This is an optimization exercise on Yosys and OpenROAD, whose aim is small area, not a production implementation. In this exercise RTL edits were held to simulation tests only and were not proved equivalent to the original. Power is estimated from default activity; no workload was simulated.

==> run a <==
// buck_converter_top
module buck_converter_top (
    input wire clk,
    input wire rst_n,
    input wire [11:0] adc_data,
    input wire adc_valid,
    output wire pwm_out,
    output wire [11:0] voltage_monitor,
    output wire [9:0] duty_cycle_monitor
);
==> flow/config.mk <==
export PLATFORM = sky130hd
export DESIGN_NAME = buck_converter_top
export DESIGN_NICKNAME = buck_converter_top
export VERILOG_FILES = /design/flow/design.v
export SDC_FILE = /design/flow/constraint.sdc
export NUM_CORES = 4
export LEC_CHECK = 0
export CAP_MARGIN = 20
export CORE_MARGIN = 2
export CORE_UTILIZATION = 40
export SLEW_MARGIN = 20
export BUFFER_PORTS_ARGS = -buffer_cell sky130_fd_sc_hd__buf_1
export CTS_ARGS = -sink_clustering_enable -repair_clock_nets -dont_use_dummy_load -buf_list {sky130_fd_sc_hd__clkbuf_4 sky130_fd_sc_hd__clkbuf_8}
==> flow/constraint.sdc <==
create_clock -name core_clock -period 10.0 [get_ports {clk}]
set_input_delay 2.0000 -clock core_clock [delete_from_list [all_inputs] [get_ports {clk}]]
set_output_delay 2.0000 -clock core_clock [all_outputs]
set_load 0.01 [all_outputs]
standard.sh (not shown) runs the stock make flow with config.mk's settings and CLKGATE_MAP_FILE= SYNTH_SCRIPT=/design/flow/synth_recipe.tcl, a recipe that flattens the netlist after the stock synthesis.
==> flow/flow/run.sh <==
#!/bin/bash
# Layout flow: the standard ORFS flow (standard.sh) with
#  - plain buf_1 cells as the port buffers (every port still gets one),
#  - CTS without dummy loads and with clkbuf_4/clkbuf_8 buffers,
#  - after the standard synthesis, fa_polarity.py removes inverters around
#    full-adder cells (FA(~a,~b,~c) = ~FA(a,b,c)); registers and their cells
#    are untouched.  A Yosys equivalence check guards it: if the check fails
#    the standard netlist is used as is.
set -uo pipefail
W=$PWD
R=$W/orfs/results/sky130hd/buck_converter_top/base
cat >> config.mk <<'CFG'
export BUFFER_PORTS_ARGS = -buffer_cell sky130_fd_sc_hd__buf_1
export CTS_ARGS = -sink_clustering_enable -repair_clock_nets -dont_use_dummy_load -buf_list {sky130_fd_sc_hd__clkbuf_4 sky130_fd_sc_hd__clkbuf_8}
CFG
bash standard.sh $R/1_2_yosys.v > synth.log 2>&1 || exit 1
cp $R/1_2_yosys.v pol_before.v
if python3 flow/fa_polarity.py pol_before.v pol_after.v > polarity.log 2>&1; then
  if python3 flow/rename_nets.py pol_after.v pol_after_renamed.v >> polarity.log 2>&1 &&
     yosys -q -s flow/eq_check.ys > eq_check.log 2>&1; then
    cp pol_after.v $R/1_2_yosys.v
    echo "polarity: netlist replaced" >> polarity.log
  else
    echo "polarity: equivalence check failed, standard netlist kept" >> polarity.log
  fi
else
  echo "polarity: script failed, standard netlist kept" >> polarity.log
fi
bash standard.sh > layout.log 2>&1
Other scripts of this flow, unchanged in this note and not shown: flow/flow/eq_check.ys, flow/flow/fa_polarity.py, flow/flow/rename_nets.py
==> run b: changes against run a <==
--- a/flow/design.v
+++ b/flow/design.v
@@ -1,15 +1,16 @@
 module adc_interface (
     input wire clk,
     input wire rst_n,
     input wire [11:0] adc_data,
     input wire adc_valid,
+    input wire no_update,
     output reg [11:0] voltage_fb,
     output reg data_ready,
     output reg [7:0] d_term
 );
-    reg first;
+    wire first = no_update & ~data_ready;
     wire [11:0] vold_n = {~(voltage_fb[11] | first), ~voltage_fb[10:0] | {11{first}}};
     wire [12:0] s;
     wire s_co;
     add_rca #(13) u_s (.a({1'b0, adc_data}), .b({1'b1, vold_n}), .ci(1'b0),
                        .s(s), .co(s_co));
@@ -21,16 +22,14 @@
         d_term <= d5[13:6];
     always @(posedge clk or negedge rst_n) begin
         if (!rst_n) begin
             voltage_fb <= 12'd0;
             data_ready <= 1'b0;
-            first <= 1'b1;
         end else begin
             if (adc_valid)
                 voltage_fb <= adc_data;
             data_ready <= adc_valid;
-            first <= first & ~adc_valid;
         end
     end
 endmodule
 module add_rca #(parameter W = 8) (
     input wire [W-1:0] a,
@@ -64,11 +63,12 @@
     input wire clk,
     input wire rst_n,
     input wire [11:0] feedback,
     input wire fb_valid,
     input wire [7:0] d_term,
-    output wire [9:0] control_out
+    output wire [9:0] control_out,
+    output wire no_update
 );
     reg [9:0] c0, c1, c2, c3;
     reg [19:0] kc;
     reg [7:0] gc;
     wire [11:0] n = {~feedback[11], feedback[10:0]} & {12{fb_valid}};
@@ -139,10 +139,11 @@
             kc <= 20'hfffff;
         else
             kc <= kc_new;
     end
     assign control_out = c0;
+    assign no_update = (n_upd == 2'd0);
 endmodule
 module pwm_generator (
     input wire clk,
     input wire rst_n,
     input wire [9:0] duty_cycle,
@@ -174,11 +175,11 @@
         input [9:0] y;
         integer j;
         begin
             lt10 = 1'b0;
             for (j = 0; j < 10; j = j + 1)
-                lt10 = (~x[j] & y[j]) | (~(x[j] ^ y[j]) & lt10);
+                lt10 = (~x[j] & y[j]) | (~x[j] & lt10) | (y[j] & lt10);
         end
     endfunction
     always @(posedge clk or negedge rst_n) begin
         if (!rst_n) begin
             h <= 10'd1;
@@ -208,27 +209,30 @@
     output wire [9:0] duty_cycle_monitor
 );
     wire [11:0] voltage_fb;
     wire adc_ready;
     wire [7:0] d_term;
+    wire no_update;
     wire [9:0] duty_cycle;
     adc_interface adc_if (
         .clk(clk),
         .rst_n(rst_n),
         .adc_data(adc_data),
         .adc_valid(adc_valid),
+        .no_update(no_update),
         .voltage_fb(voltage_fb),
         .data_ready(adc_ready),
         .d_term(d_term)
     );
     pid_controller pid_ctrl (
         .clk(clk),
         .rst_n(rst_n),
         .feedback(voltage_fb),
         .fb_valid(adc_ready),
         .d_term(d_term),
-        .control_out(duty_cycle)
+        .control_out(duty_cycle),
+        .no_update(no_update)
     );
     pwm_generator pwm_gen (
         .clk(clk),
         .rst_n(rst_n),
         .duty_cycle(duty_cycle),
--- a/flow/flow/run.sh
+++ b/flow/flow/run.sh
@@ -1,19 +1,19 @@
 #!/bin/bash
 # Layout flow: the standard ORFS flow (standard.sh) with
 #  - plain buf_1 cells as the port buffers (every port still gets one),
-#  - CTS without dummy loads and with clkbuf_4/clkbuf_8 buffers,
+#  - CTS without dummy loads and with clkbuf_4 buffers,
 #  - after the standard synthesis, fa_polarity.py removes inverters around
 #    full-adder cells (FA(~a,~b,~c) = ~FA(a,b,c)); registers and their cells
 #    are untouched.  A Yosys equivalence check guards it: if the check fails
 #    the standard netlist is used as is.
 set -uo pipefail
 W=$PWD
 R=$W/orfs/results/sky130hd/buck_converter_top/base
 cat >> config.mk <<'CFG'
 export BUFFER_PORTS_ARGS = -buffer_cell sky130_fd_sc_hd__buf_1
-export CTS_ARGS = -sink_clustering_enable -repair_clock_nets -dont_use_dummy_load -buf_list {sky130_fd_sc_hd__clkbuf_4 sky130_fd_sc_hd__clkbuf_8}
+export CTS_ARGS = -sink_clustering_enable -repair_clock_nets -dont_use_dummy_load -buf_list {sky130_fd_sc_hd__clkbuf_4}
 CFG
 bash standard.sh $R/1_2_yosys.v > synth.log 2>&1 || exit 1
 cp $R/1_2_yosys.v pol_before.v
 if python3 flow/fa_polarity.py pol_before.v pol_after.v > polarity.log 2>&1; then
   if python3 flow/rename_nets.py pol_after.v pol_after_renamed.v >> polarity.log 2>&1 &&
CORE_UTILIZATION = 75   (was 40)
CTS_ARGS = -sink_clustering_enable -repair_clock_nets -dont_use_dummy_load -buf_list {sky130_fd_sc_hd__clkbuf_4}   (was -sink_clustering_enable -repair_clock_nets -dont_use_dummy_load -buf_list {sky130_fd_sc_hd__clkbuf_4 sky130_fd_sc_hd__clkbuf_8})
==> qor summary <==
metric                                                                       run b                            run a
Run status                                                timing/DRC/antenna clean         timing/DRC/antenna clean
Overall Power                                                             2.278 mW                         2.275 mW
Switching fraction of total power                                           0.4072                           0.3803
Buffer type at the clock tree root                       sky130_fd_sc_hd__clkbuf_4        sky130_fd_sc_hd__clkbuf_8
Combinational share of power                                                 0.564                            0.525
Leakage Power                                                             2.824 nW                         2.954 nW
Min-delay src                                                       pid_ctrl.c3[0]                   pid_ctrl.c3[2]
Met1 routed wirelength after detailed routing                              4551 um                          4549 um
Die X-Extent                                                              94.49 um                         129.2 um
Period utilization                                                          0.9742                           0.9633
Clock network contribution to total cell area                              0.01934                          0.03365
Endpoint required time on the critical path                               10420 ps                         10370 ps
Capture instance of the worst register-to-register path            pid_ctrl.kc[14]                  pid_ctrl.kc[12]
Worst slew margin                                                           0.3671                           0.3995
Die span in y                                                             94.49 um                         129.2 um
Met3 layer wire length in the routed design                                 430 um                           385 um
Synth Instances                                                                483                              474
Dominant class by area                                            sequential cells  multi-input combinational cells
Routed wl met2                                                             6211 um                          5350 um
Count of non-CTS buffers in the layout                                          45                               44
# nets final                                                                   640                              641
Fin Hold WS                                                               393.1 ps                         410.1 ps
Placer's final routability congestion estimate                              0.8512                           0.8180
Non-clk buf share                                                          0.03090                          0.02807
Wirelength, routed                                                        11500 um                         10380 um
Grt met1 use                                                                0.3375                           0.1695
Clock Pin Slew Worst Setup and Hold Paths                                   110 ps                            60 ps

========
==> run Y: inputs <==
buck_converter_top with an RTL version that a note above also has.
==> module adc_interface, before the edit <==
module adc_interface (
    input wire clk,
    input wire rst_n,
    input wire [11:0] adc_data,
    input wire adc_valid,
    input wire no_update,
    output reg [11:0] voltage_fb,
    output reg data_ready,
    output reg [7:0] d_term
);
    wire first = no_update & ~data_ready;
    wire [11:0] vold_n = {~(voltage_fb[11] | first), ~voltage_fb[10:0] | {11{first}}};
    wire [12:0] s;
    wire s_co;
    add_rca #(13) u_s (.a({1'b0, adc_data}), .b({1'b1, vold_n}), .ci(1'b0),
                       .s(s), .co(s_co));
    wire [13:0] d5;
    wire d5_co;
    add_rca #(14) u_d5 (.a({{3{s[12]}}, s[12:2]}), .b({{1{s[12]}}, s}), .ci(1'b1),
                        .s(d5), .co(d5_co));
    always @(posedge clk)
        d_term <= d5[13:6];
    always @(posedge clk or negedge rst_n) begin
        if (!rst_n) begin
            voltage_fb <= 12'd0;
            data_ready <= 1'b0;
        end else begin
            if (adc_valid)
                voltage_fb <= adc_data;
            data_ready <= adc_valid;
        end
    end
endmodule
==> module pid_controller, before the edit <==
module pid_controller (
    input wire clk,
    input wire rst_n,
    input wire [11:0] feedback,
    input wire fb_valid,
    input wire [7:0] d_term,
    output wire [9:0] control_out,
    output wire no_update
);
    reg [9:0] c0, c1, c2, c3;
    reg [19:0] kc;
    reg [7:0] gc;
    wire [11:0] n = {~feedback[11], feedback[10:0]} & {12{fb_valid}};
    wire [14:0] n5;
    wire n5_co;
    add_rca #(15) u_n5 (.a({{3{n[11]}}, n}), .b({{1{n[11]}}, n, 2'b00}), .ci(1'b0),
                        .s(n5), .co(n5_co));
    wire [19:0] ks;
    wire ks_co;
    add_rca #(20) u_ks (.a(kc), .b({{5{n5[14]}}, n5}), .ci(1'b0), .s(ks), .co(ks_co));
    function gt_const;
        input [18:0] v;
        input [18:0] k;
        integer i;
        begin
            gt_const = 1'b0;
            for (i = 0; i < 19; i = i + 1)
                gt_const = k[i] ? (v[i] & gt_const) : (v[i] | gt_const);
        end
    endfunction
    function lt_const;
        input [18:0] v;
        input [18:0] k;
        integer i;
        begin
            lt_const = 1'b0;
            for (i = 0; i < 19; i = i + 1)
                lt_const = k[i] ? (~v[i] | lt_const) : (~v[i] & lt_const);
        end
    endfunction
    wire pos_ovf = ~ks[19] & gt_const(ks[18:0], 19'h7A11F);
    wire neg_ovf = ks[19] & lt_const(ks[18:0], 19'd24287);
    wire [19:0] kc_new = pos_ovf ? 20'h7A11F : neg_ovf ? 20'h85EDF : ks;
    wire [7:0] a;
    wire a_co;
    add_rca #(8) u_a (.a({{3{kc[19]}}, kc[19:15]}), .b(gc), .ci(1'b1), .s(a), .co(a_co));
    wire [17:0] op1 = {{3{n5[14]}}, n5};
    wire [17:0] op2 = {{1{n5[14]}}, n5, 2'b00};
    wire [17:0] op3 = {1'b1, 1'b1, ~a[7], a[7], a, 6'b111111};
    wire [17:0] cs_s, cs_c;
    add_csa #(18) u_cs (.a(op1), .b(op2), .c(op3), .s(cs_s), .cy(cs_c));
    wire [17:0] zs;
    wire zs_co;
    add_rca #(18) u_z (.a(cs_s), .b({cs_c[16:0], 1'b0}), .ci(1'b0), .s(zs), .co(zs_co));
    wire [11:0] z = zs[17:6];
    wire [9:0] c3_new = {10{z[11]}} & ~({10{z[10]}} & z[9:0]);
    reg [1:0] n_upd;
    always @(posedge clk or negedge rst_n) begin
        if (!rst_n) begin
            c0 <= 10'd512;
            n_upd <= 2'd0;
            gc <= 8'hff;
        end else if (fb_valid) begin
            c0 <= (n_upd == 2'd3) ? c1 : (n_upd == 2'd0) ? 10'd0 : 10'd512;
            n_upd <= n_upd + {1'b0, n_upd != 2'd3};
            gc <= d_term;
        end
    end
    always @(posedge clk) begin
        if (fb_valid) begin
            c1 <= c2;
            c2 <= c3;
            c3 <= c3_new;
        end
    end
    always @(posedge clk or negedge rst_n) begin
        if (!rst_n)
            kc <= 20'hfffff;
        else
            kc <= kc_new;
    end
    assign control_out = c0;
    assign no_update = (n_upd == 2'd0);
endmodule
==> module buck_converter_top, before the edit <==
module buck_converter_top (
    input wire clk,
    input wire rst_n,
    input wire [11:0] adc_data,
    input wire adc_valid,
    output wire pwm_out,
    output wire [11:0] voltage_monitor,
    output wire [9:0] duty_cycle_monitor
);
    wire [11:0] voltage_fb;
    wire adc_ready;
    wire [7:0] d_term;
    wire no_update;
    wire [9:0] duty_cycle;
    adc_interface adc_if (
        .clk(clk),
        .rst_n(rst_n),
        .adc_data(adc_data),
        .adc_valid(adc_valid),
        .no_update(no_update),
        .voltage_fb(voltage_fb),
        .data_ready(adc_ready),
        .d_term(d_term)
    );
    pid_controller pid_ctrl (
        .clk(clk),
        .rst_n(rst_n),
        .feedback(voltage_fb),
        .fb_valid(adc_ready),
        .d_term(d_term),
        .control_out(duty_cycle),
        .no_update(no_update)
    );
    pwm_generator pwm_gen (
        .clk(clk),
        .rst_n(rst_n),
        .duty_cycle(duty_cycle),
        .pwm_out(pwm_out)
    );
    assign voltage_monitor = voltage_fb;
    assign duty_cycle_monitor = duty_cycle;
endmodule
Settings: LEC_CHECK=0, CAP_MARGIN=20, CORE_MARGIN=2, CORE_UTILIZATION=60, SLEW_MARGIN=20, BUFFER_PORTS_ARGS=-buffer_cell sky130_fd_sc_hd__buf_1, CTS_ARGS=-sink_clustering_enable -repair_clock_nets -dont_use_dummy_load -buf_list {sky130_fd_sc_hd__clkbuf_4}; clock period 10.0 ns.
==> flow/flow/run.sh <==
#!/bin/bash
# Layout flow: the standard ORFS flow (standard.sh) with
#  - plain buf_1 cells as the port buffers (every port still gets one),
#  - CTS without dummy loads and with clkbuf_4 buffers,
#  - after the standard synthesis, fa_polarity.py removes inverters around
#    full-adder cells (FA(~a,~b,~c) = ~FA(a,b,c)); registers and their cells
#    are untouched.  A Yosys equivalence check guards it: if the check fails
#    the standard netlist is used as is.
set -uo pipefail
W=$PWD
R=$W/orfs/results/sky130hd/buck_converter_top/base
cat >> config.mk <<'CFG'
export BUFFER_PORTS_ARGS = -buffer_cell sky130_fd_sc_hd__buf_1
export CTS_ARGS = -sink_clustering_enable -repair_clock_nets -dont_use_dummy_load -buf_list {sky130_fd_sc_hd__clkbuf_4}
CFG
bash standard.sh $R/1_2_yosys.v > synth.log 2>&1 || exit 1
cp $R/1_2_yosys.v pol_before.v
if python3 flow/fa_polarity.py pol_before.v pol_after.v > polarity.log 2>&1; then
  if python3 flow/rename_nets.py pol_after.v pol_after_renamed.v >> polarity.log 2>&1 &&
     yosys -q -s flow/eq_check.ys > eq_check.log 2>&1; then
    cp pol_after.v $R/1_2_yosys.v
    echo "polarity: netlist replaced" >> polarity.log
  else
    echo "polarity: equivalence check failed, standard netlist kept" >> polarity.log
  fi
else
  echo "polarity: script failed, standard netlist kept" >> polarity.log
fi
bash standard.sh > layout.log 2>&1
Other scripts of this flow, unchanged in this note and not shown: flow/flow/eq_check.ys, flow/flow/fa_polarity.py, flow/flow/rename_nets.py
==> run R: changes against run Y <==
--- a/flow/design.v
+++ b/flow/design.v
@@ -5,3 +5,2 @@
     input wire adc_valid,
-    input wire no_update,
     output reg [11:0] voltage_fb,
@@ -10,3 +9,3 @@
 );
-    wire first = no_update & ~data_ready;
+    reg first;
     wire [11:0] vold_n = {~(voltage_fb[11] | first), ~voltage_fb[10:0] | {11{first}}};
@@ -26,2 +25,3 @@
             data_ready <= 1'b0;
+            first <= 1'b1;
         end else begin
@@ -30,2 +30,3 @@
             data_ready <= adc_valid;
+            first <= first & ~adc_valid;
         end
@@ -67,4 +68,3 @@
     input wire [7:0] d_term,
-    output wire [9:0] control_out,
-    output wire no_update
+    output wire [9:0] control_out
 );
@@ -143,3 +143,2 @@
     assign control_out = c0;
-    assign no_update = (n_upd == 2'd0);
 endmodule
@@ -213,3 +212,2 @@
     wire [7:0] d_term;
-    wire no_update;
     wire [9:0] duty_cycle;
@@ -220,3 +218,2 @@
         .adc_valid(adc_valid),
-        .no_update(no_update),
         .voltage_fb(voltage_fb),
@@ -231,4 +228,3 @@
         .d_term(d_term),
-        .control_out(duty_cycle),
-        .no_update(no_update)
+        .control_out(duty_cycle)
     );
--- a/flow/flow/run.sh
+++ b/flow/flow/run.sh
@@ -3,3 +3,3 @@
 #  - plain buf_1 cells as the port buffers (every port still gets one),
-#  - CTS without dummy loads and with clkbuf_4 buffers,
+#  - CTS without dummy loads and with clkbuf_4/clkbuf_8 buffers,
 #  - after the standard synthesis, fa_polarity.py removes inverters around
@@ -13,3 +13,3 @@
 export BUFFER_PORTS_ARGS = -buffer_cell sky130_fd_sc_hd__buf_1
-export CTS_ARGS = -sink_clustering_enable -repair_clock_nets -dont_use_dummy_load -buf_list {sky130_fd_sc_hd__clkbuf_4}
+export CTS_ARGS = -sink_clustering_enable -repair_clock_nets -dont_use_dummy_load -buf_list {sky130_fd_sc_hd__clkbuf_4 sky130_fd_sc_hd__clkbuf_8}
 CFG
CORE_UTILIZATION = 40   (was 60)
CTS_ARGS = -sink_clustering_enable -repair_clock_nets -dont_use_dummy_load -buf_list {sky130_fd_sc_hd__clkbuf_4 sky130_fd_sc_hd__clkbuf_8}   (was -sink_clustering_enable -repair_clock_nets -dont_use_dummy_load -buf_list {sky130_fd_sc_hd__clkbuf_4})
==> run B: changes against run Y <==
CORE_UTILIZATION = 40   (was 60)
==> notes.md <==
| item | run B | run Y | run R |
|---|---|---|---|
| Result of the run | finished clean | finished clean | finished clean |
| Nonclk buf count | 41 | 43 | 42 |
| Maximum number of pins on one net before global-route repair | 76 | 76 | 77 |
| Critical Path Max Stage Delay | 0.59 ns | 0.58 ns | 0.48 ns |
| Clock slew at reported path FFs | 0.07 ns | 0.10 ns | 0.07 ns |
| Synthesized area per cell | 12.7 µm² | 12.7 µm² | 12.9 µm² |
| Hold worst-path end | pid_ctrl.gc[1] | pid_ctrl.c2[2] | pid_ctrl.c1[5] |
| Crit path required time | 10.43 ns | 10.44 ns | 10.37 ns |
| Fillers | 1424 | 756 | 1424 |
| Worst reg-to-reg setup slack | 0.39 ns | 0.37 ns | 0.35 ns |
| Met1 track utilization from global routing | 0.177 | 0.257 | 0.178 |
| Fraction of standard cell area that is sequential | 0.446 | 0.450 | 0.440 |
| First DRT Iteration DRCs | 109 | 168 | 161 |
| Tap cell count | 188 | 133 | 188 |
| Sw Pwr | 0.000819 W | 0.000858 W | 0.000906 W |
| Pre-CTS WS | 0.137 ns | 0.151 ns | 0.124 ns |
| Area taken by flip-flops and latches | 0.00298 mm² | 0.00298 mm² | 0.00301 mm² |
| Routed wire length | 10000 µm | 10500 µm | 11100 µm |

-- static timing again, ports no longer ideal --
Ports are ideal in the flow. The routed layouts listed here were re-timed in OpenROAD. Step 1: set_driving_cell puts a clkbuf_16 on clk and a buf_2 on each other input, an assumption about the parent block. Step 2, shift: input delay + t, output delay - t, t = (earliest + latest rising clock arrival at the registers) / 2. This alone moves slack from input paths to output paths. a / b / c = ideal / step 1 / step 2; a / b = the first two.
| run | shift t [ns] | setup WS [ns] | worst setup path at the end | clock arrival spread, ns | worst slew at a driven data input, ns |
|---|---|---|---|---|---|
| run a of note 1 | 0.445 | 0.367 / 0.367 / 0.367 | register to register | 0.030 / 0.029 | 0.03 |
| run b of note 1 | 0.537 | 0.258 / 0.258 / 0.258 | register to register | 0.036 / 0.036 | 0.04 |
| run Y of note 2 | 0.534 | 0.368 / 0.368 / 0.368 | register to register | 0.035 / 0.035 | 0.03 |
| run R of note 2 | 0.464 | 0.346 / 0.346 / 0.346 | register to register | 0.021 / 0.021 | 0.03 |
| run B of note 2 | 0.536 | 0.395 / 0.395 / 0.395 | register to register | 0.039 / 0.038 | 0.03 |
After both steps every run listed still meets setup and hold.
